Background: an optimization exercise with open tools, aiming at small area and a short achievable clock period. Do not read the settings as production practice.
RTL that was checked went through simulation tests only; none was proved equivalent to the original.
Only the layout flow was run in runs 1 and 6; the RTL was not checked for function there.
Power figures rest on the tool's default switching activity, not on a simulated workload.

**flow/config.mk**
```make
export PLATFORM = sky130hd
export DESIGN_NAME = CONV
export DESIGN_NICKNAME = CONV
export VERILOG_FILES = /design/flow/design.v
export SDC_FILE = /design/flow/constraint.sdc
export NUM_CORES = 4
export LEC_CHECK = 0
export CAP_MARGIN = 20
export CORE_MARGIN = 2
export CORE_UTILIZATION = 70
export CTS_BUF_LIST = sky130_fd_sc_hd__clkbuf_8
export CTS_CLUSTER_DIAMETER = 40
export CTS_CLUSTER_SIZE = 16
export SLEW_MARGIN = 20
```
**flow/constraint.sdc**
```tcl
create_clock -name core_clock -period 10.0 [get_ports {clk}]
set_input_delay 2.0000 -clock core_clock [delete_from_list [all_inputs] [get_ports {clk}]]
set_output_delay 2.0000 -clock core_clock [all_outputs]
set_load 0.01 [all_outputs]
```
**flow/design.v**
```verilog
module CONV(
 input wire reset,  
 input wire clk,  
 input wire signed [7: 0] CONV_iData0,  
 input wire signed [7: 0] CONV_iData1,  
 output reg signed [15: 0] CONV_oData  
);
reg [6:0] cnt;           
reg [3:0] ii;            
reg [2:0] jj;            
reg [7:0] ra [0:8];      
reg [15:0] rf [0:6];     
reg [15:0] rs [0:7];     
reg [7:0] bj;            
reg [15:0] f7s, f7c;     
reg clr_e, sw_e;         
wire load = (cnt < 7'd8);
wire [6:0] cnt_n = (reset == 0 || cnt == 7'd111) ? 7'd0 : cnt + 7'd1;
wire [3:0] ii_n = (cnt == 7'd6 || ii == 4'd8) ? 4'd0 : ii + 4'd1;
wire [2:0] jj_n = (cnt == 7'd6) ? 3'd0 : (ii == 4'd8) ? jj + 3'd1 : jj;
wire valid_n = (cnt_n >= 7'd7) && (cnt_n <= 7'd77) && (ii_n != 4'd8);
wire clear_n = valid_n && ((jj_n == 3'd0) || (ii_n == 4'd7));
wire swap_n = (valid_n && (jj_n != 3'd0) && (ii_n == 4'd7)) ||
              (cnt_n >= 7'd86 && cnt_n <= 7'd93);
wire [7:0] ma = ra[6];
wire [7:0] mb = bj;
wire [15:0] fb = clr_e ? 16'd0 : rf[6];
wire t1 = (ma[0] & mb[5]) ^ (ma[1] & mb[4]);
wire t2 = (ma[0] & mb[5]) & (ma[1] & mb[4]);
wire t3 = (ma[0] & mb[6]) ^ (ma[1] & mb[5]) ^ (ma[2] & mb[4]);
wire t4 = ((ma[0] & mb[6]) & (ma[1] & mb[5])) | ((ma[0] & mb[6]) & (ma[2] & mb[4])) | ((ma[1] & mb[5]) & (ma[2] & mb[4]));
wire t5 = (ma[3] & mb[3]) ^ (ma[4] & mb[2]);
wire t6 = (ma[3] & mb[3]) & (ma[4] & mb[2]);
wire t7 = ~(ma[0] & mb[7]) ^ (ma[1] & mb[6]) ^ (ma[2] & mb[5]);
wire t8 = (~(ma[0] & mb[7]) & (ma[1] & mb[6])) | (~(ma[0] & mb[7]) & (ma[2] & mb[5])) | ((ma[1] & mb[6]) & (ma[2] & mb[5]));
wire t9 = (ma[3] & mb[4]) ^ (ma[4] & mb[3]) ^ (ma[5] & mb[2]);
wire t10 = ((ma[3] & mb[4]) & (ma[4] & mb[3])) | ((ma[3] & mb[4]) & (ma[5] & mb[2])) | ((ma[4] & mb[3]) & (ma[5] & mb[2]));
wire t11 = (ma[6] & mb[1]) ^ ~(ma[7] & mb[0]);
wire t12 = (ma[6] & mb[1]) & ~(ma[7] & mb[0]);
wire t13 = ~(ma[1] & mb[7]) ^ (ma[2] & mb[6]) ^ (ma[3] & mb[5]);
wire t14 = (~(ma[1] & mb[7]) & (ma[2] & mb[6])) | (~(ma[1] & mb[7]) & (ma[3] & mb[5])) | ((ma[2] & mb[6]) & (ma[3] & mb[5]));
wire t15 = (ma[4] & mb[4]) ^ (ma[5] & mb[3]) ^ (ma[6] & mb[2]);
wire t16 = ((ma[4] & mb[4]) & (ma[5] & mb[3])) | ((ma[4] & mb[4]) & (ma[6] & mb[2])) | ((ma[5] & mb[3]) & (ma[6] & mb[2]));
wire t17 = ~(ma[7] & mb[1]) ^ 1'b1 ^ fb[8];
wire t18 = (~(ma[7] & mb[1]) & 1'b1) | (~(ma[7] & mb[1]) & fb[8]) | (1'b1 & fb[8]);
wire t19 = ~(ma[2] & mb[7]) ^ (ma[3] & mb[6]) ^ (ma[4] & mb[5]);
wire t20 = (~(ma[2] & mb[7]) & (ma[3] & mb[6])) | (~(ma[2] & mb[7]) & (ma[4] & mb[5])) | ((ma[3] & mb[6]) & (ma[4] & mb[5]));
wire t21 = (ma[5] & mb[4]) ^ (ma[6] & mb[3]) ^ ~(ma[7] & mb[2]);
wire t22 = ((ma[5] & mb[4]) & (ma[6] & mb[3])) | ((ma[5] & mb[4]) & ~(ma[7] & mb[2])) | ((ma[6] & mb[3]) & ~(ma[7] & mb[2]));
wire t23 = ~(ma[3] & mb[7]) ^ (ma[4] & mb[6]) ^ (ma[5] & mb[5]);
wire t24 = (~(ma[3] & mb[7]) & (ma[4] & mb[6])) | (~(ma[3] & mb[7]) & (ma[5] & mb[5])) | ((ma[4] & mb[6]) & (ma[5] & mb[5]));
wire t25 = (ma[0] & mb[3]) ^ (ma[1] & mb[2]);
wire t26 = (ma[0] & mb[3]) & (ma[1] & mb[2]);
wire t27 = (ma[0] & mb[4]) ^ (ma[1] & mb[3]) ^ (ma[2] & mb[2]);
wire t28 = ((ma[0] & mb[4]) & (ma[1] & mb[3])) | ((ma[0] & mb[4]) & (ma[2] & mb[2])) | ((ma[1] & mb[3]) & (ma[2] & mb[2]));
wire t29 = (ma[3] & mb[1]) ^ (ma[4] & mb[0]);
wire t30 = (ma[3] & mb[1]) & (ma[4] & mb[0]);
wire t31 = t1 ^ (ma[2] & mb[3]) ^ (ma[3] & mb[2]);
wire t32 = (t1 & (ma[2] & mb[3])) | (t1 & (ma[3] & mb[2])) | ((ma[2] & mb[3]) & (ma[3] & mb[2]));
wire t33 = (ma[4] & mb[1]) ^ (ma[5] & mb[0]) ^ fb[5];
wire t34 = ((ma[4] & mb[1]) & (ma[5] & mb[0])) | ((ma[4] & mb[1]) & fb[5]) | ((ma[5] & mb[0]) & fb[5]);
wire t35 = t2 ^ t3 ^ t5;
wire t36 = (t2 & t3) | (t2 & t5) | (t3 & t5);
wire t37 = (ma[5] & mb[1]) ^ (ma[6] & mb[0]) ^ fb[6];
wire t38 = ((ma[5] & mb[1]) & (ma[6] & mb[0])) | ((ma[5] & mb[1]) & fb[6]) | ((ma[6] & mb[0]) & fb[6]);
wire t39 = t4 ^ t6 ^ t7;
wire t40 = (t4 & t6) | (t4 & t7) | (t6 & t7);
wire t41 = t9 ^ t11 ^ fb[7];
wire t42 = (t9 & t11) | (t9 & fb[7]) | (t11 & fb[7]);
wire t43 = t8 ^ t10 ^ t12;
wire t44 = (t8 & t10) | (t8 & t12) | (t10 & t12);
wire t45 = t13 ^ t15 ^ t17;
wire t46 = (t13 & t15) | (t13 & t17) | (t15 & t17);
wire t47 = t14 ^ t16 ^ t18;
wire t48 = (t14 & t16) | (t14 & t18) | (t16 & t18);
wire t49 = t19 ^ t21 ^ fb[9];
wire t50 = (t19 & t21) | (t19 & fb[9]) | (t21 & fb[9]);
wire t51 = t20 ^ t22 ^ t23;
wire t52 = (t20 & t22) | (t20 & t23) | (t22 & t23);
wire t53 = (ma[6] & mb[4]) ^ ~(ma[7] & mb[3]) ^ fb[10];
wire t54 = ((ma[6] & mb[4]) & ~(ma[7] & mb[3])) | ((ma[6] & mb[4]) & fb[10]) | (~(ma[7] & mb[3]) & fb[10]);
wire t55 = t24 ^ ~(ma[4] & mb[7]) ^ (ma[5] & mb[6]);
wire t56 = (t24 & ~(ma[4] & mb[7])) | (t24 & (ma[5] & mb[6])) | (~(ma[4] & mb[7]) & (ma[5] & mb[6]));
wire t57 = (ma[6] & mb[5]) ^ ~(ma[7] & mb[4]) ^ fb[11];
wire t58 = ((ma[6] & mb[5]) & ~(ma[7] & mb[4])) | ((ma[6] & mb[5]) & fb[11]) | (~(ma[7] & mb[4]) & fb[11]);
wire t59 = ~(ma[5] & mb[7]) ^ (ma[6] & mb[6]) ^ ~(ma[7] & mb[5]);
wire t60 = (~(ma[5] & mb[7]) & (ma[6] & mb[6])) | (~(ma[5] & mb[7]) & ~(ma[7] & mb[5])) | ((ma[6] & mb[6]) & ~(ma[7] & mb[5]));
wire t61 = (ma[0] & mb[2]) ^ (ma[1] & mb[1]);
wire t62 = (ma[0] & mb[2]) & (ma[1] & mb[1]);
wire t63 = t25 ^ (ma[2] & mb[1]) ^ (ma[3] & mb[0]);
wire t64 = (t25 & (ma[2] & mb[1])) | (t25 & (ma[3] & mb[0])) | ((ma[2] & mb[1]) & (ma[3] & mb[0]));
wire t65 = t26 ^ t27 ^ t29;
wire t66 = (t26 & t27) | (t26 & t29) | (t27 & t29);
wire t67 = t28 ^ t30 ^ t31;
wire t68 = (t28 & t30) | (t28 & t31) | (t30 & t31);
wire t69 = t32 ^ t34 ^ t35;
wire t70 = (t32 & t34) | (t32 & t35) | (t34 & t35);
wire t71 = t36 ^ t38 ^ t39;
wire t72 = (t36 & t38) | (t36 & t39) | (t38 & t39);
wire t73 = t40 ^ t42 ^ t43;
wire t74 = (t40 & t42) | (t40 & t43) | (t42 & t43);
wire t75 = t44 ^ t46 ^ t47;
wire t76 = (t44 & t46) | (t44 & t47) | (t46 & t47);
wire t77 = t48 ^ t50 ^ t51;
wire t78 = (t48 & t50) | (t48 & t51) | (t50 & t51);
wire t79 = t52 ^ t54 ^ t55;
wire t80 = (t52 & t54) | (t52 & t55) | (t54 & t55);
wire t81 = t56 ^ t58 ^ t59;
wire t82 = (t56 & t58) | (t56 & t59) | (t58 & t59);
wire t83 = t60 ^ ~(ma[6] & mb[7]) ^ ~(ma[7] & mb[6]);
wire t84 = (t60 & ~(ma[6] & mb[7])) | (t60 & ~(ma[7] & mb[6])) | (~(ma[6] & mb[7]) & ~(ma[7] & mb[6]));
wire t85 = (ma[0] & mb[1]) ^ (ma[1] & mb[0]);
wire t86 = (ma[0] & mb[1]) & (ma[1] & mb[0]);
wire t87 = t61 ^ (ma[2] & mb[0]) ^ fb[2];
wire t88 = (t61 & (ma[2] & mb[0])) | (t61 & fb[2]) | ((ma[2] & mb[0]) & fb[2]);
wire t89 = t62 ^ t63 ^ fb[3];
wire t90 = (t62 & t63) | (t62 & fb[3]) | (t63 & fb[3]);
wire t91 = t64 ^ t65 ^ fb[4];
wire t92 = (t64 & t65) | (t64 & fb[4]) | (t65 & fb[4]);
wire t93 = t66 ^ t67 ^ t33;
wire t94 = (t66 & t67) | (t66 & t33) | (t67 & t33);
wire t95 = t68 ^ t69 ^ t37;
wire t96 = (t68 & t69) | (t68 & t37) | (t69 & t37);
wire t97 = t70 ^ t71 ^ t41;
wire t98 = (t70 & t71) | (t70 & t41) | (t71 & t41);
wire t99 = t72 ^ t73 ^ t45;
wire t100 = (t72 & t73) | (t72 & t45) | (t73 & t45);
wire t101 = t74 ^ t75 ^ t49;
wire t102 = (t74 & t75) | (t74 & t49) | (t75 & t49);
wire t103 = t76 ^ t77 ^ t53;
wire t104 = (t76 & t77) | (t76 & t53) | (t77 & t53);
wire t105 = t78 ^ t79 ^ t57;
wire t106 = (t78 & t79) | (t78 & t57) | (t79 & t57);
wire t107 = t80 ^ t81 ^ fb[12];
wire t108 = (t80 & t81) | (t80 & fb[12]) | (t81 & fb[12]);
wire t109 = t82 ^ t83 ^ fb[13];
wire t110 = (t82 & t83) | (t82 & fb[13]) | (t83 & fb[13]);
wire t111 = t84 ^ (ma[7] & mb[7]) ^ fb[14];
wire t112 = (t84 & (ma[7] & mb[7])) | (t84 & fb[14]) | ((ma[7] & mb[7]) & fb[14]);
wire t113 = fb[15] ^ 1'b1;
wire [15:0] m_s = {t112, t110, t108, t106, t104, t102, t100, t98, t96, t94, t92, t90, t88, t86, t85, (ma[0] & mb[0])};
wire [15:0] m_c = {t113, t111, t109, t107, t105, t103, t101, t99, t97, t95, t93, t91, t89, t87, fb[1], fb[0]};
integer s;
always @(posedge clk) begin
	if (reset == 0) begin
		cnt <= 7'd0;
		CONV_oData <= 16'd0;
	end else begin
		cnt <= (cnt == 7'd111) ? 7'd0 : cnt + 7'd1;
		if (cnt >= 7'd81 && cnt <= 7'd95)
			CONV_oData <= rs[0];
		else
			CONV_oData <= 16'd0;
	end
	ii <= ii_n;
	jj <= jj_n;
	clr_e <= clear_n;
	sw_e <= swap_n;
	if (cnt == 7'd6 || ii == 4'd8)
		bj <= (cnt <= 7'd69) ? rs[5][7:0] : 8'd0;
	f7s <= m_s;
	f7c <= m_c;
	ra[0] <= load ? CONV_iData0 : ra[8];
	for (s = 1; s < 8; s = s + 1)
		ra[s] <= ra[s-1];
	ra[8] <= (cnt == 7'd7) ? 8'd0 : ra[7];
	for (s = 1; s < 7; s = s + 1)
		rf[s] <= rf[s-1];
	rf[0] <= f7s + f7c;
	for (s = 1; s < 7; s = s + 1)
		rs[s] <= rs[s-1];
	rs[7] <= sw_e ? rf[6] : rs[6];
	rs[0] <= load ? {rs[7][15:8], CONV_iData1} : rs[7];
end
endmodule
```
**flow/flow/run.sh**
```bash
#!/bin/bash
# Standard layout, with stronger port buffers, a stronger clock root buffer and
# timing repair aimed at a shorter period than the constraint (the constraint
# itself is unchanged).
set -uo pipefail
export BUFFER_PORTS_ARGS="-buffer_cell sky130_fd_sc_hd__buf_2"
export SETUP_SLACK_MARGIN=7.0
export CTS_ARGS="-sink_clustering_enable -repair_clock_nets -sink_clustering_size 16 -sink_clustering_max_diameter 40 -buf_list sky130_fd_sc_hd__clkbuf_8 -dont_use_dummy_load"
bash standard.sh > standard_flow.log 2>&1
```
**flow/standard.sh**
```bash
#!/bin/bash
# synth_recipe.tcl (not shown) runs the flow's synth.tcl, then flattens the netlist and writes it again
# the make line also repeats each setting of config.mk as NAME=value (left out here)
make -C /OpenROAD-flow-scripts/flow DESIGN_CONFIG=/design/flow/config.mk WORK_HOME=/design/flow/orfs CLKGATE_MAP_FILE= SYNTH_SCRIPT=/design/flow/synth_recipe.tcl "${@:-finish}"
```
==> results of run 1 <==
==> cell usage in the layout (no fill, tap or decap), types with 22 or more instances in the layout <==
cell type  count
dfxtp_1      365
nand2_1       39
mux2_2        33
fa_1          49
clkbuf_8      35
buf_2         24
ha_1          29
nor2b_1       22
nor2_1        27
and2_1        69
inv_1         60
==> metrics by stage <==
stage / hold WS, ns / power, mW / worst slack, ns / instances / utilization [%]
2_1_floorplan: 0.310 / 2.65 / 7.12 / 847 / -
3_3_place_gp: 0.310 / 2.85 / 7.08 / 1081 / 74.3
3_5_place_dp: 0.312 / 2.90 / 7.02 / 1081 / 74.3
4_1_cts: 0.303 / 3.65 / 6.99 / 1116 / 77.5
5_1_grt: 0.306 / 3.84 / 6.97 / 1116 / 77.7
6_report: 0.298 / 3.61 / 7.03 / 1116 / 77.7
==> layer usage <==
layer,up-vias,GRT usage [%],share of wire [%]
met5,-,0,0
li1,2784,-,-
met2,123,37.0,50
met1,2752,27.4,44
met3,28,4.23,3.8
met4,0,7.07,2.3
==> worst paths after layout <==
path                       to                       from  slack, ns  cells past startpoint
min reg2reg  ra[5][1]$_DFF_P_           ra[4][1]$_DFF_P_       0.30                      0
min          ra[5][1]$_DFF_P_           ra[4][1]$_DFF_P_       0.30                      0
max reg2reg    f7c[8]$_DFF_P_        bj[4]$_SDFFCE_PN0P_       7.09                      7
max            CONV_oData[15]  CONV_oData[15]$_SDFF_PN0_       7.03                      1
==> repair_timing <==
item / CTS / global route
gates resized for setup: 11 / 9
cloned: 0 / 0
endpoints found under the setup margin: 6 / 9
==> sequential cells by signal (all words and copies together) (netlist names) <==
name	cells
rf	112
clr_e	1
cnt	7
ii	4
sw_e	1
ra	72
bj	8
jj	3
f7c	16
f7s	16
rs	128
CONV_oData	16
==> cell families (layout without fill, tap and decap cells) <==
family / Yosys count / in the layout / synth area share (%)
AOI/OAI and AO/OA: 57 / 57 / 3.52
xor gates and xnor gates: 22 / 22 / 1.68
adders and majority gates: 78 / 78 / 11.7
buffers and inverters: 76 / 129 / 2.72
DFF: 384 / 384 / 67.6
muxes: 34 / 34 / 3.32
and+or+nand+nor: 196 / 196 / 9.40
==> worst register-to-register path: cells and delay by family, from the launching register on <==
family | cells | cell delay (ns)
flip-flops | 1 | 0.52
buffers and inverters | 2 | 0.11
AND/OR/NAND/NOR | 1 | 0.23
adder cells (fa/ha/maj) | 4 | 1.93
==> power groups by stage <==
stage,registers [mW],logic (mW),clock network [mW]
6_report,2.07,0.797,0.742
3_5_place_dp,2.10,0.797,0
4_1_cts,2.08,0.806,0.766
5_1_grt,2.11,0.916,0.821
2_1_floorplan,2.03,0.623,0
3_3_place_gp,2.09,0.757,0
==> final cells by class <==
class | count | area (µm²)
inverter | 60 | 225
multi-input combinational | 387 | 3400
timing repair buffer | 34 | 229
fill | 1002 | 3550
tap | 216 | 270
sequential | 384 | 7780
clock buffer | 35 | 482
==> Yosys cell counts (5+ instances only) <==
master    count
dfxtp_1     376
and2_1       69
inv_1        60
fa_1         49
nand2_1      39
mux2_2       33
ha_1         29
nor2_1       27
nor2b_1      22
a21oi_1      14
xnor2_1      13
nand2b_1     11
o21ai_0       9
xor2_1        9
edfxtp_1      8
buf_2         5
nand3_1       5
==> run summary, run 1 <==
* Status: timing/DRC/antenna clean
* Synthesis-to-finish area growth at 7.90%
* Worst-case vdd ir drop at 249 µV
* Mapped cell area at 11500 µm²
* Syn Area/Cell at 13.6 µm²
* Final hold vios at 0
* Average vias per placed instance at 5.10
* Share of the synthesized area in the top cell type at 65.6%
* Synth Register Bits at 384
* Final Cell Area at 12400 µm²
* Critical Path RT at 8.00 ns
* Root Driver: clkbuf_8
* Fmax at 336 MHz
* Startpoint Class: flop
* Yosys warns at 4
* Final nets at 998
* Core area at 15900 µm²
* DRT Pass-1 Iters at 4
* Part of the cycle the worst path needs at 29.7%
* Hold Path Class: reg -> reg
* Largest net degree at the start of global routing at 18
* Max-cap viol count at 0
* Leakage power at 5.32 nW
* Crit-path slowest cell: dfxtp_2
* GRT Total Usage at 21.5%
* Port Buffers at 33
* Clk latency of the worst-skew pair at 0.52 ns
* Top cells by area, synth: dfxtp_1 66%, fa_1 8.5%, and2_1 3.8%
* Sequential Power Share at 57.3%
* Crit Path Max Fanout at 1
* Final wirelength at 17900 µm
* First-pass GRT wire length at 29600 µm
* Starting density of the core at 72.0%
* CP delay by family, top: flip-flops
* P_sw at 1.02 mW
* Vias in the first global route at 6113
* Clk pwr share at 20.6%
* Die Ht at 132 µm
* Internal cell power at 2.59 mW
* Main synth FF type: dfxtp_1
* Clock Tree Buf Depth at 3
* Critical path type: reg -> out
* TNS Setup at 0 ns
* Worst Tran Pin Value at 0.969 ns
* Placed Area at 11800 µm²
* Syn Nets at 943
* Detailed-route via count at 5687
* P per Cell Area at 291 nW/µm²
* Die area at 17400 µm²
* Worst Path Arrival at 0.97 ns
* ANT cells at 0
* Dpl hpwl at 12300 µm
* CP peak stage delay at 0.33 ns
* Clk_skew at 0.0571 ns
* # IOs at 34
* CTS tree: built
* Fraction of layout cells with a size suffix above 1 at 13.4%
* Sw frac at 28.3%
* Endpoint class of the critical path: output pin
* Slew margin rel. at 34.7%
* H-tree levels at 2
* Post-synth EDFFs at 8
* Initial antenna violation count at 1
* DR WL/cell at 16.0 µm
* # clock sinks at 384
* DRT antenna net count at 0
* Cts hold-fix bufs at 0
* Seq/Total Area, Yosys at 67.6%
* Number of CTS-inserted buffers at 35
* Row Count at 46
* Gate Count Post-Synth at 847
* Final setup viols at 0
* Total congestion overflow at 0
* Async SR Flop Fraction at 0%
* CP Buf/Inv Count at 1
* Comb power frac at 22.1%
* Synth area leader: dfxtp_1
* Initial DRC Count at 197
* Clock Pin Slew Worst Setup and Hold Paths at 0.09 ns
* Pins Over Slew Limit at 0
* Setup bufs post-CTS at 0
* Netlist cell types at 57
* DRC at 0
* Tmin final at 2.97 ns
* Unrepaired setup endpoints after global routing: true
* Die X-Extent at 132 µm
* GPL Wtd Cong at 0.904
* Critical path cell sequence: buf_6
==> run 2, diff against run 1 <==
--- a/flow/design.v
+++ b/flow/design.v
@@ -13,18 +13,12 @@
 reg [15:0] rs [0:7];     
 reg [7:0] bj;            
 reg [15:0] f7s, f7c;     
-reg clr_e, sw_e;         
+reg sw_d;                
 wire load = (cnt < 7'd8);
-wire [6:0] cnt_n = (reset == 0 || cnt == 7'd111) ? 7'd0 : cnt + 7'd1;
-wire [3:0] ii_n = (cnt == 7'd6 || ii == 4'd8) ? 4'd0 : ii + 4'd1;
-wire [2:0] jj_n = (cnt == 7'd6) ? 3'd0 : (ii == 4'd8) ? jj + 3'd1 : jj;
-wire valid_n = (cnt_n >= 7'd7) && (cnt_n <= 7'd77) && (ii_n != 4'd8);
-wire clear_n = valid_n && ((jj_n == 3'd0) || (ii_n == 4'd7));
-wire swap_n = (valid_n && (jj_n != 3'd0) && (ii_n == 4'd7)) ||
-              (cnt_n >= 7'd86 && cnt_n <= 7'd93);
+wire in_block = (cnt >= 7'd7) && (cnt <= 7'd77);
 wire [7:0] ma = ra[6];
 wire [7:0] mb = bj;
-wire [15:0] fb = clr_e ? 16'd0 : rf[6];
+wire [15:0] fb = rf[6];
 wire t1 = (ma[0] & mb[5]) ^ (ma[1] & mb[4]);
 wire t2 = (ma[0] & mb[5]) & (ma[1] & mb[4]);
 wire t3 = (ma[0] & mb[6]) ^ (ma[1] & mb[5]) ^ (ma[2] & mb[4]);
@@ -140,6 +134,7 @@
 wire t113 = fb[15] ^ 1'b1;
 wire [15:0] m_s = {t112, t110, t108, t106, t104, t102, t100, t98, t96, t94, t92, t90, t88, t86, t85, (ma[0] & mb[0])};
 wire [15:0] m_c = {t113, t111, t109, t107, t105, t103, t101, t99, t97, t95, t93, t91, t89, t87, fb[1], fb[0]};
+wire [15:0] f_sum = f7s + f7c;
 integer s;
 always @(posedge clk) begin
 	if (reset == 0) begin
@@ -152,10 +147,15 @@
 		else
 			CONV_oData <= 16'd0;
 	end
-	ii <= ii_n;
-	jj <= jj_n;
-	clr_e <= clear_n;
-	sw_e <= swap_n;
+	if (cnt == 7'd6) begin
+		ii <= 4'd0;
+		jj <= 3'd0;
+	end else if (ii == 4'd8) begin
+		ii <= 4'd0;
+		jj <= jj + 3'd1;
+	end else
+		ii <= ii + 4'd1;
+	sw_d <= (in_block && ii == 4'd8 && jj != 3'd7) || (cnt >= 7'd86 && cnt <= 7'd93);
 	if (cnt == 7'd6 || ii == 4'd8)
 		bj <= (cnt <= 7'd69) ? rs[5][7:0] : 8'd0;
 	f7s <= m_s;
@@ -166,10 +166,9 @@
 	ra[8] <= (cnt == 7'd7) ? 8'd0 : ra[7];
 	for (s = 1; s < 7; s = s + 1)
 		rf[s] <= rf[s-1];
-	rf[0] <= f7s + f7c;
-	for (s = 1; s < 7; s = s + 1)
+	rf[0] <= (load || (sw_d && cnt <= 7'd77)) ? 16'd0 : f_sum;
+	for (s = 1; s < 8; s = s + 1)
 		rs[s] <= rs[s-1];
-	rs[7] <= sw_e ? rf[6] : rs[6];
-	rs[0] <= load ? {rs[7][15:8], CONV_iData1} : rs[7];
+	rs[0] <= load ? {rs[7][15:8], CONV_iData1} : sw_d ? f_sum : rs[7];
 end
 endmodule
--- a/flow/config.mk
+++ b/flow/config.mk
@@ -7,7 +7,7 @@
 export LEC_CHECK = 0
 export CAP_MARGIN = 20
 export CORE_MARGIN = 2
-export CORE_UTILIZATION = 70
+export CORE_UTILIZATION = 77
 export CTS_BUF_LIST = sky130_fd_sc_hd__clkbuf_8
 export CTS_CLUSTER_DIAMETER = 40
 export CTS_CLUSTER_SIZE = 16
==> run 2 against run 1 <==
Still clean on timing, DRC and antenna. Setup slack got worse by 0.032 ns. Sequential power decreased by 18%. Worst hold slack got worse by 0.0077 ns. Routed wire length increased by 6.1%. Die area decreased by 10%. Global-route usage increased by 4.0 points. Via count increased by 2.3%. Flip-flop and latch count decreased by 1.
==> run summary, run 2 <==
* CP delay by family, top: flip-flops
* Startpoint Class: flop
* Post-synth top cells: 375 x dfxtp_1, 83 x and2_1, 71 x inv_1, 49 x fa_1, 47 x nand2_1
* Gate Count Post-Synth at 847
* Most frequent cells in the layout: 365 x dfxtp_1, 83 x and2_1, 71 x inv_1, 49 x fa_1, 47 x nand2_1
* Clk_skew at 0.0719 ns
* Synth Register Bits at 383
* Final wirelength at 18900 µm
* Final nets at 1005
* Pins Over Slew Limit at 0
* Most Crowded Layer GR: met2
* Max reg flops at 128
* TNS Setup at 0 ns
* Largest net degree at the start of global routing at 18
* CTS tree: built
* Setup crit end: CONV_oData[15]
* Sequential Power Share at 54.7%
* P per Cell Area at 253 nW/µm²
* Unrepaired setup endpoints after global routing: true
* Detailed-route via count at 5818
* Part of the cycle the worst path needs at 30.0%
* Status: timing/DRC/antenna clean
* Synthesis-to-finish area growth at 8.30%
* Starting density of the core at 78.2%
* CP peak stage delay at 0.36 ns
* Count leader, synth: dfxtp_1
* Final worst setup slack at 7.00 ns
* Worst Path Arrival at 1.00 ns
* Clk latency of the worst-skew pair at 0.54 ns
* ANT cells at 0
* Clk pwr share at 24.0%
* Mapped cell area at 11300 µm²
* Post-Layout Cell Count at 1090
* Async SR Flop Fraction at 0%
* Yosys warns at 4
* Die X-Extent at 125 µm
* Clock Pin Slew Worst Setup and Hold Paths at 0.09 ns
* Endpoint class of the critical path: output pin
* Share of the synthesized area in the top cell type at 66.3%
* DRC at 0
* Placed Area at 11700 µm²
* CP Buf/Inv Count at 1
* Fmax at 333 MHz
* Commonest non-fill, non-tap cell in the layout: dfxtp_1
* DRT Pass-1 Iters at 4
* Final hold vios at 0
* P_sw at 0.885 mW
* Main synth FF type: dfxtp_1
* First-pass GRT wire length at 31200 µm
* Leakage power at 5.33 nW
* Row Count at 44
* Area occupied by multi-input gates at 3240 µm²
* Slew margin rel. at 47.1%
* Sw frac at 28.5%
* Fraction of layout cells with a size suffix above 1 at 12.1%
* Core area at 14500 µm²
* Pre-CTS setup slack at 6.61 ns
* Synth area leader: dfxtp_1
* Register area at 7760 µm²
* FF-to-FF End: f7c[10]$_DFF_P_
* R2r worst-path depth at 8
* Vias in the first global route at 6233
* Final Cell Area at 12300 µm²
* Worst-case vdd ir drop at 154 µV
* Die Ht at 125 µm
* Syn Nets at 944
* Critical path type: reg -> out
* Clock Tree Buf Depth at 3
* Total congestion overflow at 0
* H-tree levels at 2
* Port Buffers at 33
* Die area at 15700 µm²
* R2R Setup Slk at 7.08 ns
* Post-synth EDFFs at 8
* Biggest regs: rs x128, rf x112, ra x72
* Final setup viols at 0
* Root Driver: clkbuf_8
* Critical Path RT at 8.00 ns
* Crit path from: CONV_oData[15]$_SDFF_PN0_
* # IOs at 34
* # fillers at 710
* Average vias per placed instance at 5.34
* FF-to-FF Start: bj[7]$_SDFFCE_PN0P_
* Internal cell power at 2.22 mW
* Seq/Total Area, Yosys at 68.4%
* CP Depth at 1
* Top cells by area, synth: dfxtp_1 66%, fa_1 8.7%, and2_1 4.6%
* Hold Path Class: reg -> reg
* Number of CTS-inserted buffers at 35
* Initial DRC Count at 379
* Tmin final at 3.00 ns
* DRT antenna net count at 0
* Inst Count DP at 1049
* Cts hold-fix bufs at 0
* Worst Tran Pin Value at 0.785 ns
* DR WL/cell at 17.4 µm
* Comb power frac at 21.3%
* Critical path cell sequence: buf_6
* Top reg by flops: rs
* Max-cap viol count at 0
* GPL Wtd Cong at 0.871
* Netlist cell types at 55
* Initial antenna violation count at 0
* # clock sinks at 383
* Syn Area/Cell at 13.4 µm²
* Dpl hpwl at 12700 µm
* GRT Total Usage at 25.4%
* Crit Path Max Fanout at 1
* Met1 usage at 33.5%
* Routing usage on met3 at 4.58%
* GR Util met2 at 43.0%
* Crit-path slowest cell: dfxtp_2
## run 2: power by group through the flow
stage                     Combinational, mW  Clock [mW]  Sequential, mW
after floorplan                       0.500           0            1.71
after global placement                0.609           0            1.73
after detailed placement              0.643           0            1.73
after CTS                             0.655       0.771            1.70
after global routing                  0.737       0.820            1.71
final                                 0.662       0.745            1.70
## run 2: through the flow
stage          utilization [%]  power (mW)  hold slack [ns]
2_1_floorplan                -        2.21            0.310
3_3_place_gp              80.5        2.34            0.309
3_5_place_dp              80.5        2.38            0.312
4_1_cts                   84.2        3.13            0.296
5_1_grt                   84.7        3.27            0.304
6_report                  84.7        3.11            0.291
## run 2: area by class of cell
cell class / instances / share of cell area [%]
Clock buffer: 35 / 3.93
Inverter: 71 / 2.17
Multi-Input combinational cell: 377 / 26.4
Sequential cell: 383 / 63.2
Tap cell: 184 / 1.88
Timing Repair Buffer: 40 / 2.37
## run 2: worst min-delay path by stage
stage,slack (ns),cells after the start,from,to
after global routing,0.30,0,rs[3][13]$_DFF_P_,rs[4][13]$_DFF_P_
after floorplan,0.31,0,rf[6][0]$_DFF_P_,f7c[0]$_DFF_P_
after CTS,0.30,0,rs[3][13]$_DFF_P_,rs[4][13]$_DFF_P_
after global placement,0.31,0,rs[2][9]$_DFF_P_,rs[3][9]$_DFF_P_
after detailed placement,0.31,0,ra[5][3]$_DFF_P_,ra[6][3]$_DFF_P_
final,0.29,0,rs[3][13]$_DFF_P_,rs[4][13]$_DFF_P_
## run 2: cell families after synthesis
| group | synth area share (%) |
|---|---|
| DFF | 68.4 |
| and+or+nand+nor | 8.76 |
| buffers and inverters | 3.08 |
| adders and majority gates | 12.0 |
| AOI/OAI and AO/OA | 4.62 |
| xor gates and xnor gates | 1.69 |
| muxes | 1.50 |
## run 2: metal layers
| layer | share of wire [%] | wire length, µm |
|---|---|---|
| met5 | 0 | 0 |
| met4 | 2.6 | 491 |
| met3 | 4.3 | 814 |
| met2 | 49 | 9360 |
| met1 | 44 | 8280 |
## run 2: timing repair
| item | in CTS | in global routing |
|---|---|---|
| resized for setup | 15 | 4 |
| endpoints found under the setup margin | 12 | 16 |
| setup buffers | 0 | 5 |
## run 2: worst reg2reg max path: cells and delay by family, from the launching register on
kind                       cells  cell delay (ns)
and+or+nand+nor                1             0.24
adders and majority gates      4             1.77
DFF                            1             0.51
buffers and inverters          3             0.24
==> run 3, diff against run 2 <==
--- a/flow/flow/run.sh
+++ b/flow/flow/run.sh
@@ -4,6 +4,6 @@
 # itself is unchanged).
 set -uo pipefail
 export BUFFER_PORTS_ARGS="-buffer_cell sky130_fd_sc_hd__buf_2"
-export SETUP_SLACK_MARGIN=7.0
+export SETUP_SLACK_MARGIN=7.2
 export CTS_ARGS="-sink_clustering_enable -repair_clock_nets -sink_clustering_size 16 -sink_clustering_max_diameter 40 -buf_list sky130_fd_sc_hd__clkbuf_8 -dont_use_dummy_load"
 bash standard.sh > standard_flow.log 2>&1
--- a/flow/config.mk
+++ b/flow/config.mk
@@ -7,7 +7,7 @@
 export LEC_CHECK = 0
 export CAP_MARGIN = 20
 export CORE_MARGIN = 2
-export CORE_UTILIZATION = 77
+export CORE_UTILIZATION = 70
 export CTS_BUF_LIST = sky130_fd_sc_hd__clkbuf_8
 export CTS_CLUSTER_DIAMETER = 40
 export CTS_CLUSTER_SIZE = 16
==> run 3 against run 2 <==
Still clean. Setup slack improved by 0.0061 ns. Sequential share of layout area decreased by 1.0 points. Synthesized cell count stayed put. First-iteration DRC count decreased by 47%. Critical path depth stayed put. Combinational power grew 3%. Final cell count is 3.9% higher. Worst hold slack got worse by 0.027 ns. Critical path type unchanged. Critical endpoint is now CONV_oData[11]. Largest power group unchanged. Highest routed layer unchanged.
==> run summary, run 3 <==
* DRT Pass-1 Iters at 4
* Final hold vios at 0
* Mapped cell area at 11300 µm²
* Crit path from: CONV_oData[11]$_SDFF_PN0_
* Final setup viols at 0
* Main synth FF type: dfxtp_1
* Cts hold-fix bufs at 0
* Yosys warns at 4
* Hold Path Class: reg -> reg
* Seq/Total Area, Yosys at 68.4%
* Core area at 15800 µm²
* Leakage power at 5.40 nW
* Initial DRC Count at 201
* Pins Over Slew Limit at 0
* Unrepaired setup endpoints after global routing: true
* Die X-Extent at 131 µm
* Status: timing/DRC/antenna clean
* CP delay by family, top: flip-flops
* Crit Path Max Fanout at 1
* P per Cell Area at 251 nW/µm²
* Root Driver: clkbuf_8
* Clock Tree Buf Depth at 3
* Netlist cell types at 55
* Biggest regs: rs x128, rf x112, ra x72
* Max reg flops at 128
* Fraction of layout cells with a size suffix above 1 at 16.7%
* Number of CTS-inserted buffers at 36
* ANT cells at 0
* Tmin final at 3.00 ns
* First-pass GRT wire length at 31200 µm
* CTS tree: built
* GRT Total Usage at 22.8%
* FF-to-FF Start: bj[4]$_SDFFCE_PN0P_
* Hold_ws at 0.264 ns
* Max-cap viol count at 0
* Most frequent cells in the layout: 355 x dfxtp_1, 74 x and2_1, 67 x inv_1, 47 x nand2_1, 41 x fa_1
* Largest net degree at the start of global routing at 18
* Fmax at 334 MHz
* Synth Register Bits at 383
* Critical path cell sequence: buf_6
* Top reg by flops: rs
* Synthesis-to-finish area growth at 10.4%
* Vias in the first global route at 6186
* Syn Nets at 944
* Initial antenna violation count at 0
* Synth area leader: dfxtp_1
* Worst-case vdd ir drop at 182 µV
* Part of the cycle the worst path needs at 30.0%
* Detailed-route via count at 5701
* GPL Wtd Cong at 0.871
* Post-synth top cells: 375 x dfxtp_1, 83 x and2_1, 71 x inv_1, 49 x fa_1, 47 x nand2_1
* Top cells by area, synth: dfxtp_1 66%, fa_1 8.7%, and2_1 4.6%
* Post-synth EDFFs at 8
* TNS Setup at 0 ns
* Final wirelength at 18900 µm
* Clk_skew at 0.0842 ns
* # clock sinks at 383
* CP peak stage delay at 0.34 ns
* Final core occ at 79.0%
* H-tree levels at 2
* Clock Pin Slew Worst Setup and Hold Paths at 0.09 ns
* Final nets at 1016
* Hold path startpoint: rf[5][7]$_DFF_P_
* Starting density of the core at 71.6%
* Share of the synthesized area in the top cell type at 66.3%
* DR WL/cell at 16.7 µm
* Async SR Flop Fraction at 0%
* Worst Tran Pin Value at 0.674 ns
* Port Buffers at 33
* Total congestion overflow at 0
* Row Count at 46
* Syn Area/Cell at 13.4 µm²
* Post-Layout Cell Count at 1133
* DRT antenna net count at 0
* Die area at 17200 µm²
* CP Buf/Inv Count at 1
* Die Ht at 131 µm
* Critical path type: reg -> out
* Clk latency of the worst-skew pair at 0.54 ns
* Average vias per placed instance at 5.03
* Commonest non-fill, non-tap cell in the layout: dfxtp_1
* Worst Path Arrival at 1.00 ns
* Gate Count Post-Synth at 847
* Count leader, synth: dfxtp_1
* # IOs at 34
* Endpoint class of the critical path: output pin
* Dpl hpwl at 12500 µm
* Slew margin rel. at 54.6%
* Critical Path RT at 8.00 ns
* DRC at 0
* Startpoint Class: flop
* Crit-path slowest cell: dfxtp_2
* Inst Count DP at 1081
## run 3: power by group
group / total [mW] / leakage [nW] / switching [mW] / internal (mW)
clock network: 0.759 / 0.259 / 0.437 / 0.322
logic: 0.681 / 1.97 / 0.396 / 0.284
registers: 1.70 / 3.17 / 0.0577 / 1.64
total: 3.14 / 5.40 / 0.891 / 2.25
## run 3: cell type report
type                       count  area [µm²]
clock buffer                  36         495
fill                         922        3320
inverter                      71         267
multi-input combinational    377        3300
sequential                   383        7780
tap                          216         270
timing repair buffer          50         398
## run 3: cell families (layout without fill, tap and decap cells)
family                   Yosys count  in the layout  share of synthesized area [%]
buffers and inverters             87            157                           3.08
flip-flops                       383            383                           68.4
AND/OR/NAND/NOR                  189            189                           8.76
AO/OA/AOI/OAI                     72             72                           4.62
multiplexers                      16             16                           1.50
XOR/XNOR                          21             21                           1.69
adder cells (fa/ha/maj)           79             79                           12.0
## run 3: worst register-to-register path: stages, from the launching register on
cell and delay, ns:
edfxtp_1 0.49, and2_1 0.20, fa_2 0.42, fa_1 0.52, inv_1 0.06, fa_1 0.48, inv_1 0.06, fa_2 0.52
## run 3: through the flow
stage,area [µm²],setup WS [ns],total power [mW]
floorplan,11300,7.23,2.21
global placement,11700,6.97,2.36
detailed placement,11700,6.82,2.38
CTS,12400,6.97,3.16
global route,12500,6.96,3.31
finish,12500,7.00,3.14
## run 3: timing repair
item                       in CTS  in global routing
setup buffers                  10                  5
setup endpoints to repair      29                 30
resized for setup              35                 25
cloned                          0                  0
pin swaps                       6                 16
## run 3: path summary, 6_finish.rpt
| path | depth (start not counted) | endpoint | slack, ns |
|---|---|---|---|
| setup / recovery | 1 | CONV_oData[11] | 7.00 |
| hold reg to reg | 0 | rf[6][7]$_DFF_P_ | 0.26 |
| setup reg to reg | 7 | f7c[6]$_DFF_P_ | 7.18 |
| hold / removal | 0 | rf[6][7]$_DFF_P_ | 0.26 |
## run 3: per-layer routing
metal	GRT usage, %	vias to the layer above	wire (µm)	part of all wire [%]
met3	3.74	33	578	3.1
met4	7.37	0	358	1.9
met2	38.0	83	9170	49
met1	30.8	2793	8780	46
li1	-	2792	-	-
met5	0	-	0	0
==> run 4, diff against run 3 <==
--- a/flow/flow/run.sh
+++ b/flow/flow/run.sh
@@ -4,6 +4,6 @@
 # itself is unchanged).
 set -uo pipefail
 export BUFFER_PORTS_ARGS="-buffer_cell sky130_fd_sc_hd__buf_2"
-export SETUP_SLACK_MARGIN=7.2
+export SETUP_SLACK_MARGIN=7.0
 export CTS_ARGS="-sink_clustering_enable -repair_clock_nets -sink_clustering_size 16 -sink_clustering_max_diameter 40 -buf_list sky130_fd_sc_hd__clkbuf_8 -dont_use_dummy_load"
 bash standard.sh > standard_flow.log 2>&1
==> run 4 against run 3 <==
Still clean on timing, DRC and antenna. Combinational power down 3.2%. Clock skew about the same. Sequential power about the same. First-iteration DRC count up 22%. Area after synthesis unchanged. Final area down 1.7%. Utilization down 1.3 points. Fmax about the same. Power down 0.62%. Setup slack better by 0.0028 ns. Via count down 0.19%. Final cell count down 0.97%.
==> run summary, run 4 <==
* Synth area leader: dfxtp_1
* R2R Setup Slk at 7.08 ns
* Hold Path Depth at 0
* Synthesis-to-finish area growth at 8.53%
* # IOs at 34
* Endpoint class of the critical path: output pin
* GRT Total Usage at 22.6%
* # fillers at 968
* Average vias per placed instance at 5.07
* Critical path cell sequence: buf_6
* Fraction of layout cells with a size suffix above 1 at 12.5%
* R2r worst-path depth at 7
* Die area at 17200 µm²
* Top cells by area, synth: dfxtp_1 66%, fa_1 8.7%, and2_1 4.6%
* First-pass GRT wire length at 30900 µm
* Netlist cell types at 55
* Gate Count Post-Synth at 847
* Yosys warns at 4
* Comb power frac at 21.1%
* Async SR Flop Fraction at 0%
* Worst Tran Pin Value at 0.665 ns
* CP delay by family, top: flip-flops
* Crit-path slowest cell: dfxtp_2
* Total power at 3.12 mW
* Hold Path Class: reg -> reg
* Worst-case vdd ir drop at 180 µV
* Max reg flops at 128
* Biggest regs: rs x128, rf x112, ra x72
* Clk latency of the worst-skew pair at 0.54 ns
* Sequential Power Share at 54.5%
* Startpoint Class: flop
* GPL Wtd Cong at 0.871
* Total congestion overflow at 0
* Final setup viols at 0
* Pins Over Slew Limit at 0
* Slew margin rel. at 55.2%
* Internal cell power at 2.23 mW
* Final hold vios at 0
* Seq/Total Area, Yosys at 68.4%
* Final core occ at 77.7%
* P_sw at 0.886 mW
* CTS tree: built
* Tmin final at 3.00 ns
* Crit path from: CONV_oData[11]$_SDFF_PN0_
* Leakage power at 5.33 nW
* Sw frac at 28.4%
* Number of CTS-inserted buffers at 36
* CP peak stage delay at 0.34 ns
* Vias in the first global route at 6120
* Share of the synthesized area in the top cell type at 66.3%
* Core area at 15800 µm²
* DRC at 0
* Dpl hpwl at 12500 µm
* Initial DRC Count at 245
* Port Buffers at 33
* Commonest non-fill, non-tap cell in the layout: dfxtp_1
* Clock Tree Buf Depth at 3
* P per Cell Area at 254 nW/µm²
* FF-to-FF Start: bj[4]$_SDFFCE_PN0P_
* # clock sinks at 383
* Cts hold-fix bufs at 0
* TNS Setup at 0 ns
* Die Ht at 131 µm
* Part of the cycle the worst path needs at 30.0%
* Critical Path RT at 8.00 ns
* Status: timing/DRC/antenna clean
* Row Count at 46
* Root Driver: clkbuf_8
* Critical path type: reg -> out
* Syn Area/Cell at 13.4 µm²
* Final nets at 1005
* Hold Crit Endpoint: rf[6][7]$_DFF_P_
* Clock Pin Slew Worst Setup and Hold Paths at 0.09 ns
* ANT cells at 0
* Count leader, synth: dfxtp_1
* CP Buf/Inv Count at 1
* Starting density of the core at 71.6%
* Worst Path Arrival at 1.00 ns
* Post-synth EDFFs at 8
* DRT Pass-1 Iters at 4
* DR WL/cell at 16.5 µm
* Die X-Extent at 131 µm
* Crit Path Max Fanout at 1
* Detailed-route via count at 5690
* Final worst setup slack at 7.00 ns
* Clk pwr share at 24.4%
* Mapped cell area at 11300 µm²
* Fmax at 334 MHz
* H-tree levels at 2
* Pre-CTS setup slack at 6.82 ns
* DRT antenna net count at 0
* Inst Count DP at 1081
* Most frequent cells in the layout: 362 x dfxtp_1, 83 x and2_1, 71 x inv_1, 49 x fa_1, 47 x nand2_1
* Syn Nets at 944
* FF-to-FF End: f7c[9]$_DFF_P_
* Clk_skew at 0.0840 ns
* Post-Layout Cell Count at 1122
* Post-synth top cells: 375 x dfxtp_1, 83 x and2_1, 71 x inv_1, 49 x fa_1, 47 x nand2_1
* Unrepaired setup endpoints after global routing: true
* Hold path startpoint: rf[5][7]$_DFF_P_
* Initial antenna violation count at 0
* Largest net degree at the start of global routing at 18
* Synth Register Bits at 383
* Max-cap viol count at 0
* Final wirelength at 18600 µm
* Top reg by flops: rs
* Main synth FF type: dfxtp_1
## run 4: cell counts after synthesis
No cell type changed its count.
## run 4: how the worst max path moves through the flow
stage | endpoint | slack (ns) | depth (start not counted)
final | CONV_oData[11] | 7.00 | 1
after global routing | CONV_oData[11] | 6.96 | 1
after CTS | CONV_oData[11] | 6.97 | 1
after detailed placement | CONV_oData[1]$_SDFF_PN0_ | 6.82 | 5
after global placement | CONV_oData[8]$_SDFF_PN0_ | 6.97 | 5
after floorplan | CONV_oData[10]$_SDFF_PN0_ | 7.23 | 5
## run 4: repair_timing
item                                    4_1_cts  5_1_grt
endpoints found under the setup margin       10       18
buffers inserted                              0        4
gates resized for setup                      11        9
## run 4: cells by family (layout without fill, tap and decap cells)
kind of cell | count (synthesis) | in the layout | synth area share, %
AOI/OAI and AO/OA | 72 | 72 | 4.62
buffers and inverters | 87 | 146 | 3.08
muxes | 16 | 16 | 1.50
DFF | 383 | 383 | 68.4
and+or+nand+nor | 189 | 189 | 8.76
adders and majority gates | 79 | 79 | 12.0
xor gates and xnor gates | 21 | 21 | 1.69
## run 4: area by class of cell
class	count	area (µm²)	share of cell area, %
clock buffers	36	495	4.03
inverters	71	267	2.17
multi-input cells	377	3240	26.4
flip-flops and latches	383	7760	63.1
well taps	216	270	2.20
repair buffers	39	258	2.10
## run 4: power groups by stage
stage	clock [mW]	combinational, mW	sequential [mW]
after floorplan	0	0.500	1.71
after global placement	0	0.631	1.73
after detailed placement	0	0.651	1.73
after CTS	0.781	0.662	1.70
after global routing	0.837	0.744	1.71
final	0.759	0.659	1.70
## run 4: metrics by stage
| stage | area, µm² | hold slack (ns) |
|---|---|---|
| after floorplan | 11300 | 0.310 |
| after global placement | 11700 | 0.309 |
| after detailed placement | 11700 | 0.312 |
| after CTS | 12200 | 0.269 |
| after global routing | 12300 | 0.280 |
| final | 12300 | 0.264 |
## run 4: routing by layer
metal / track usage [%] / up-vias / share of wire [%]
met5: 0 / - / 0
met4: 7.37 / 0 / 1.9
met3: 4.01 / 31 / 3.4
met2: 37.4 / 97 / 48
met1: 30.6 / 2791 / 46
li1: - / 2771 / -
==> run 5, diff against run 4 <==
==> flow/flow/run.sh (replaced) <==
#!/bin/bash
# Standard layout, with stronger port buffers, a stronger clock root buffer and
# timing repair aimed at a shorter period than the constraint (the constraint
# itself is unchanged).
set -uo pipefail
export BUFFER_PORTS_ARGS="-buffer_cell sky130_fd_sc_hd__buf_2"
export SETUP_SLACK_MARGIN=7.1
export CTS_ARGS="-sink_clustering_enable -repair_clock_nets -sink_clustering_size 12 -sink_clustering_max_diameter 35 -buf_list sky130_fd_sc_hd__clkbuf_16 -dont_use_dummy_load"
bash standard.sh > standard_flow.log 2>&1
==> run 5 against run 4 <==
Die area unchanged. Non-clock buffer count up 9. Synthesized cell count stayed put. Largest cell class unchanged.
==> run summary, run 5 <==
* Async SR Flop Fraction at 0%
* Main synth FF type: dfxtp_1
* Sequential Power Share at 46.2%
* Sw frac at 26.9%
* Crit path from: CONV_oData[15]$_SDFF_PN0_
* Crit Path Max Fanout at 1
* Root Driver: clkbuf_16
* Die Ht at 131 µm
* Worst Path Arrival at 1.00 ns
* ANT cells at 0
* Wire length on met3 at 937 µm
* First-pass GRT wire length at 33600 µm
* Max reg flops at 128
* Internal cell power at 2.69 mW
* Status: timing/DRC/antenna clean
* R2r worst-path depth at 7
* Syn Area/Cell at 13.4 µm²
* Final wirelength at 20700 µm
* Critical path type: reg -> out
* Top layer in use: met5
* Wire length on met2 at 10300 µm
* Top cells by area, synth: dfxtp_1 66%, fa_1 8.7%, and2_1 4.6%
* CP peak stage delay at 0.36 ns
* Comb power frac at 18.8%
* Final nets at 1022
* P per Cell Area at 283 nW/µm²
* Share of the synthesized area in the top cell type at 66.3%
* Dpl hpwl at 12500 µm
* Met1 WL at 8940 µm
* CP Buf/Inv Count at 1
* Core area at 15800 µm²
* # IOs at 34
* CP delay by family, top: flip-flops
* DRT Pass-1 Iters at 5
* Port Buffers at 33
* Detailed-route via count at 5954
* Initial antenna violation count at 2
* CP Depth at 1
* Fmax at 333 MHz
* Final setup viols at 0
* Worst Tran Pin Value at 0.757 ns
* DR WL/cell at 18.2 µm
* Pins Over Slew Limit at 0
* Max-cap viol count at 0
* Die X-Extent at 131 µm
* Seq/Total Area, Yosys at 68.4%
* Average vias per placed instance at 5.23
* Critical Path RT at 8.00 ns
* Synth Register Bits at 383
* Post-synth EDFFs at 8
* Biggest regs: rs x128, rf x112, ra x72
* Unrepaired setup endpoints after global routing: true
* Netlist cell types at 55
* Total power at 3.69 mW
* Initial DRC Count at 285
* TNS Setup at 0 ns
* Hold_ws at 0.296 ns
* Gate Count Post-Synth at 847
* Fraction of layout cells with a size suffix above 1 at 15.9%
* Synth area leader: dfxtp_1
* Clk pwr share at 35.0%
* # clock sinks at 383
* Worst-case vdd ir drop at 206 µV
* Yosys warns at 4
* FF-to-FF End: f7c[6]$_DFF_P_
* Part of the cycle the worst path needs at 30.0%
* Final hold vios at 0
* Setup crit end: CONV_oData[15]
* Clk latency of the worst-skew pair at 0.53 ns
* Largest net degree at the start of global routing at 18
* # fillers at 816
* Die area at 17200 µm²
* Commonest non-fill, non-tap cell in the layout: dfxtp_1
* Most frequent cells in the layout: 355 x dfxtp_1, 79 x and2_1, 68 x inv_1, 47 x nand2_1, 47 x fa_1
* Pre-CTS setup slack at 6.82 ns
* Syn Nets at 944
* Startpoint Class: flop
* Top reg by flops: rs
* Vias in the first global route at 6490
* Leakage power at 5.66 nW
* Hold Path Class: reg -> reg
* Number of CTS-inserted buffers at 44
* Slew margin rel. at 49.0%
* Starting density of the core at 71.6%
* H-tree levels at 2
* Total congestion overflow at 0
* Clk_skew at 0.0768 ns
* Row Count at 46
* Endpoint class of the critical path: output pin
* Mapped cell area at 11300 µm²
* Tmin final at 3.00 ns
* Synthesis-to-finish area growth at 15.2%
* FF-to-FF Start: bj[6]$_SDFFCE_PN0P_
* Post-synth top cells: 375 x dfxtp_1, 83 x and2_1, 71 x inv_1, 49 x fa_1, 47 x nand2_1
* GPL Wtd Cong at 0.871
* Critical path cell sequence: buf_6
* Clock Tree Buf Depth at 3
* GRT Total Usage at 24.9%
* DRC at 0
* Count leader, synth: dfxtp_1
* DRT antenna net count at 0
* Crit-path slowest cell: dfxtp_2
* P_sw at 0.992 mW
* R2R Setup Slk at 7.13 ns
* Clock Pin Slew Worst Setup and Hold Paths at 0.06 ns
* CTS tree: built
* Final worst setup slack at 7.00 ns
run 5: cell counts after synthesis:
Identical to the previous run, type by type.
run 5: per-stage QoR:
stage / utilization (%) / instance area (µm²) / instances
after floorplan: - / 11300 / 847
after global placement: 73.9 / 11700 / 1081
after detailed placement: 73.9 / 11700 / 1081
after CTS: 81.8 / 12900 / 1134
after global routing: 82.4 / 13000 / 1139
final: 82.4 / 13000 / 1139
run 5: cell type report:
| class | instances | area (µm²) | share of cell area [%] |
|---|---|---|---|
| sequential | 383 | 7770 | 59.6 |
| multi-input combinational | 377 | 3270 | 25.1 |
| clock buffer | 44 | 1100 | 8.44 |
| timing repair buffer | 48 | 367 | 2.81 |
| tap | 216 | 270 | 2.07 |
| inverter | 71 | 267 | 2.04 |
run 5: layer usage:
layer  up-vias  global-route usage [%]
li1       2803                       -
met3        54                    5.36
met4         2                    8.76
met5         -                       0
met1      2926                    32.2
met2       169                    41.9
run 5: cell families (layout without fill, tap and decap cells):
| logic type | count (synthesis) | count (layout) | synth area share [%] |
|---|---|---|---|
| mux | 16 | 16 | 1.50 |
| flops | 383 | 383 | 68.4 |
| simple gates | 189 | 189 | 8.76 |
| compound gates | 72 | 72 | 4.62 |
| buf+inv | 87 | 163 | 3.08 |
| fa+ha+maj | 79 | 79 | 12.0 |
| xor+xnor | 21 | 21 | 1.69 |
run 5: repair_timing:
item                       4_1_cts  5_1_grt
setup buffers                    9        4
resized for setup               22       22
pin swaps                        0        7
setup endpoints to repair       21       25
hold buffers                     0        0
run 5: power by group through the flow:
stage | combinational, mW | sequential, mW | clock [mW]
after CTS | 0.686 | 1.70 | 1.31
after global placement | 0.631 | 1.73 | 0
after detailed placement | 0.651 | 1.73 | 0
after floorplan | 0.500 | 1.71 | 0
final | 0.694 | 1.70 | 1.29
after global routing | 0.777 | 1.71 | 1.37
run 5: worst min path at each step:
stage               slack, ns  cells after the start              start                 to
finish                   0.30                      0   rf[2][6]$_DFF_P_   rf[3][6]$_DFF_P_
global route             0.29                      0   rf[2][6]$_DFF_P_   rf[3][6]$_DFF_P_
CTS                      0.29                      0   rf[2][6]$_DFF_P_   rf[3][6]$_DFF_P_
detailed placement       0.31                      0   ra[5][4]$_DFF_P_   ra[6][4]$_DFF_P_
global placement         0.31                      0  rf[2][14]$_DFF_P_  rf[3][14]$_DFF_P_
floorplan                0.31                      0   rf[6][0]$_DFF_P_     f7c[0]$_DFF_P_
==> run 6, diff against run 5 <==
--- a/flow/design.v
+++ b/flow/design.v
@@ -7,7 +7,6 @@
 );
 reg [6:0] cnt;           
 reg [3:0] ii;            
-reg [2:0] jj;            
 reg [7:0] ra [0:8];      
 reg [15:0] rf [0:6];     
 reg [15:0] rs [0:7];     
@@ -147,15 +146,8 @@
 		else
 			CONV_oData <= 16'd0;
 	end
-	if (cnt == 7'd6) begin
-		ii <= 4'd0;
-		jj <= 3'd0;
-	end else if (ii == 4'd8) begin
-		ii <= 4'd0;
-		jj <= jj + 3'd1;
-	end else
-		ii <= ii + 4'd1;
-	sw_d <= (in_block && ii == 4'd8 && jj != 3'd7) || (cnt >= 7'd86 && cnt <= 7'd93);
+	ii <= (cnt == 7'd6 || ii == 4'd8) ? 4'd0 : ii + 4'd1;
+	sw_d <= (in_block && ii == 4'd8) || (cnt >= 7'd86 && cnt <= 7'd93);
 	if (cnt == 7'd6 || ii == 4'd8)
 		bj <= (cnt <= 7'd69) ? rs[5][7:0] : 8'd0;
 	f7s <= m_s;
==> flow/flow/run.sh (replaced) <==
#!/bin/bash
# Standard layout, with stronger port buffers, a stronger clock root buffer and
# timing repair aimed at a shorter period than the constraint (the constraint
# itself is unchanged).
set -uo pipefail
export BUFFER_PORTS_ARGS="-buffer_cell sky130_fd_sc_hd__buf_2"
export SETUP_SLACK_MARGIN=7.0
export CTS_ARGS="-sink_clustering_enable -repair_clock_nets -sink_clustering_size 16 -sink_clustering_max_diameter 40 -buf_list sky130_fd_sc_hd__clkbuf_8 -dont_use_dummy_load"
bash standard.sh > standard_flow.log 2>&1
==> run 6 against run 5 <==
Critical path depth stayed put. Combinational power is 19% lower. Sequential power hardly changed. Area after synthesis is 0.15% lower. Routed wire length is 8.0% lower. Utilization is 5.1 points lower. Largest power group unchanged.
==> run summary, run 6 <==
* Gate Count Post-Synth at 878
* Number of CTS-inserted buffers at 36
* Largest net degree at the start of global routing at 25
* H-tree levels at 2
* Clock Pin Slew Worst Setup and Hold Paths at 0.09 ns
* Slew margin rel. at 52.1%
* Max reg flops at 128
* Leakage power at 5.27 nW
* Most frequent cells in the layout: 363 x dfxtp_1, 80 x and2_1, 75 x inv_1, 74 x nand2_1, 49 x fa_1
* Share of the synthesized area in the top cell type at 65.8%
* Crit Path Max Fanout at 1
* Worst Tran Pin Value at 0.718 ns
* Max-cap viol count at 0
* Critical Path RT at 8.00 ns
* Post-synth EDFFs at 8
* Final wirelength at 19100 µm
* GRT Total Usage at 23.2%
* Placed Area at 11700 µm²
* Die Ht at 131 µm
* Synth Area in Simple Gates at 10.9%
* Initial antenna violation count at 0
* CP peak stage delay at 0.33 ns
* Post-synthesis mux area share at 0.354%
* Critical path type: reg -> out
* Final Cell Area at 12200 µm²
* Die area at 17200 µm²
* Fmax at 335 MHz
* Part of the cycle the worst path needs at 29.9%
* Pins Over Slew Limit at 0
* Final nets at 1032
* Async SR Flop Fraction at 0%
* Mapped cell area at 11300 µm²
* Hold Path Class: reg -> reg
* Synthesis-to-finish area growth at 8.25%
* Port Buffers at 33
* Critical path cell sequence: buf_6
* Startpoint Class: flop
* DRT Pass-1 Iters at 6
* Fraction of layout cells with a size suffix above 1 at 9.84%
* Top cells by area, synth: dfxtp_1 66%, fa_1 8.7%, and2_1 4.5%
* Final setup viols at 0
* Crit-path slowest cell: dfxtp_2
* ANT cells at 0
* Root Driver: clkbuf_8
* CP Buf/Inv Count at 1
* Vias in the first global route at 6228
* Average vias per placed instance at 5.11
* DRC at 0
* Final hold vios at 0
* Seq/Total Area, Yosys at 68.0%
* Synth area leader: dfxtp_1
* Met1 usage at 31.6%
* Syn Nets at 973
* Clk_skew at 0.0668 ns
* Inst Count DP at 1113
* Unrepaired setup endpoints after global routing: true
* Clock Tree Buf Depth at 3
* Worst Path Arrival at 0.99 ns
* CTS tree: built
* Yosys warns at 4
* Synth Register Bits at 380
* Die X-Extent at 131 µm
* Top reg by flops: rs
* Initial DRC Count at 367
* Status: timing/DRC/antenna clean
* GPL Wtd Cong at 0.839
* DRT antenna net count at 0
* Starting density of the core at 71.5%
* # IOs at 34
* Tmin final at 2.99 ns
* Main synth FF type: dfxtp_1
* Routing usage on met3 at 4.71%
* Count leader, synth: dfxtp_1
* Largest family of logic cells by synthesized area: adder cells
* Row Count at 46
* DR WL/cell at 16.6 µm
* Endpoint class of the critical path: output pin
* Cts hold-fix bufs at 0
* Post-Layout Cell Count at 1151
* Total congestion overflow at 0
* Syn Area/Cell at 12.9 µm²
* Detailed-route via count at 5884
* Commonest non-fill, non-tap cell in the layout: dfxtp_1
* # clock sinks at 380
* P per Cell Area at 244 nW/µm²
* Synth Area in XOR/XNOR at 0.697%
* Worst-case vdd ir drop at 178 µV
* Clk latency of the worst-skew pair at 0.53 ns
* Final core occ at 77.4%
* GR Util met2 at 37.8%
* TNS Setup at 0 ns
* Core area at 15800 µm²
* First-pass GRT wire length at 31400 µm
* Biggest regs: rs x128, rf x112, ra x72
* Most Crowded Layer GR: met2
* Dpl hpwl at 13400 µm
* Adder-cell share of the synthesized area at 11.8%
* CP delay by family, top: flip-flops
* Netlist cell types at 56
* Synth Area in Compound Gates at 4.93%
* Post-synth top cells: 372 x dfxtp_1, 81 x and2_1, 75 x inv_1, 74 x nand2_1, 49 x fa_1
[run 6: changes by cell type after synthesis, moves of 8 or more]
| cell | delta |
|---|---|
| a21oi_1 | +12 |
| mux2_2 | -8 |
| nand2_1 | +27 |
| nor2_1 | -12 |
| nor3_1 | +13 |
| o21ai_0 | +10 |
| o21ai_1 | -16 |
| xor2_1 | -8 |
[run 6: cell type report]
type                    count  area [µm²]
inverters                  75         282
clock buffers              36         495
well taps                 216         270
multi-input cells         407        3260
repair buffers             37         239
fillers                   956        3580
flip-flops and latches    380        7700
[run 6: worst paths after layout]
path	slack, ns	endpoint	startpoint	cells past startpoint
setup / recovery	7.01	CONV_oData[2]	CONV_oData[2]$_SDFF_PN0_	1
hold / removal	0.28	rf[1][15]$_DFF_P_	rf[0][15]$_SDFF_PP0_	0
setup reg to reg	7.08	f7c[6]$_DFF_P_	bj[4]$_SDFFCE_PN0P_	7
hold reg to reg	0.28	rf[1][15]$_DFF_P_	rf[0][15]$_SDFF_PP0_	0
[run 6: what timing repair did]
item	CTS	global route
pin swaps	0	0
gates resized for setup	10	7
setup buffers	0	2
setup endpoints to repair	7	12
[run 6: per-stage QoR]
| step | worst slack [ns] | power (mW) | hold slack, ns |
|---|---|---|---|
| floorplan | 7.20 | 2.10 | 0.310 |
| global placement | 7.18 | 2.24 | 0.309 |
| detailed placement | 7.06 | 2.27 | 0.312 |
| CTS | 6.98 | 3.01 | 0.272 |
| global route | 6.96 | 3.16 | 0.278 |
| finish | 7.01 | 2.99 | 0.275 |
[run 6: where the power goes]
part / internal (mW) / switching [mW]
Clock: 0.322 / 0.429
Combinational: 0.222 / 0.337
Sequential: 1.62 / 0.0612
[run 6: kinds of logic after synthesis]
kind of cell / count (synthesis)
and+or+nand+nor: 233
adders and majority gates: 77
DFF: 380
muxes: 4
AOI/OAI and AO/OA: 84
xor gates and xnor gates: 9
buffers and inverters: 91
[run 6: per-layer routing]
metal  vias up  part of all wire [%]
li1       2896                     -
met5         -                     0
met4         0                   1.7
met3        28                   4.6
met1      2822                    46
met2       138                    48

==> re-timing with driven ports <==
Ports are ideal in the flow. The routed layouts listed here were re-timed in OpenROAD. Step 1 (the two cells are an assumption about what drives the block):
set clk [get_ports {clk}]
set_driving_cell -lib_cell sky130_fd_sc_hd__clkbuf_16 $clk
set_driving_cell -lib_cell sky130_fd_sc_hd__buf_2 [delete_from_list [all_inputs] $clk]
Step 2 moves the port delays by t, midway between the first and last clock arrival at a register: inputs arrive t later, outputs are due t later. That takes back most of the time a late clock gives input paths. a / b / c = no drivers / after step 1 / after step 2; a / b = the first two.
run | t (ns) | setup WS [ns] | clock arrival spread, ns
run 1 | 0.534 | 7.028 / 6.989 / 7.006 | 0.058 / 0.058
run 2 | 0.545 | 6.996 / 6.954 / 6.757 | 0.072 / 0.072
run 3 | 0.534 | 7.002 / 6.966 / 6.917 | 0.089 / 0.088
run 4 | 0.533 | 7.005 / 6.969 / 6.727 | 0.088 / 0.087
run 5 | 0.538 | 7.001 / 6.958 / 6.666 | 0.078 / 0.078
run 6 | 0.543 | 7.014 / 6.972 / 7.080 | 0.075 / 0.075
After both steps setup and hold are still met in every run listed. The setup slack of run 5, which loses most, moves by -0.043 ns with the drivers and by -0.335 ns with both steps.
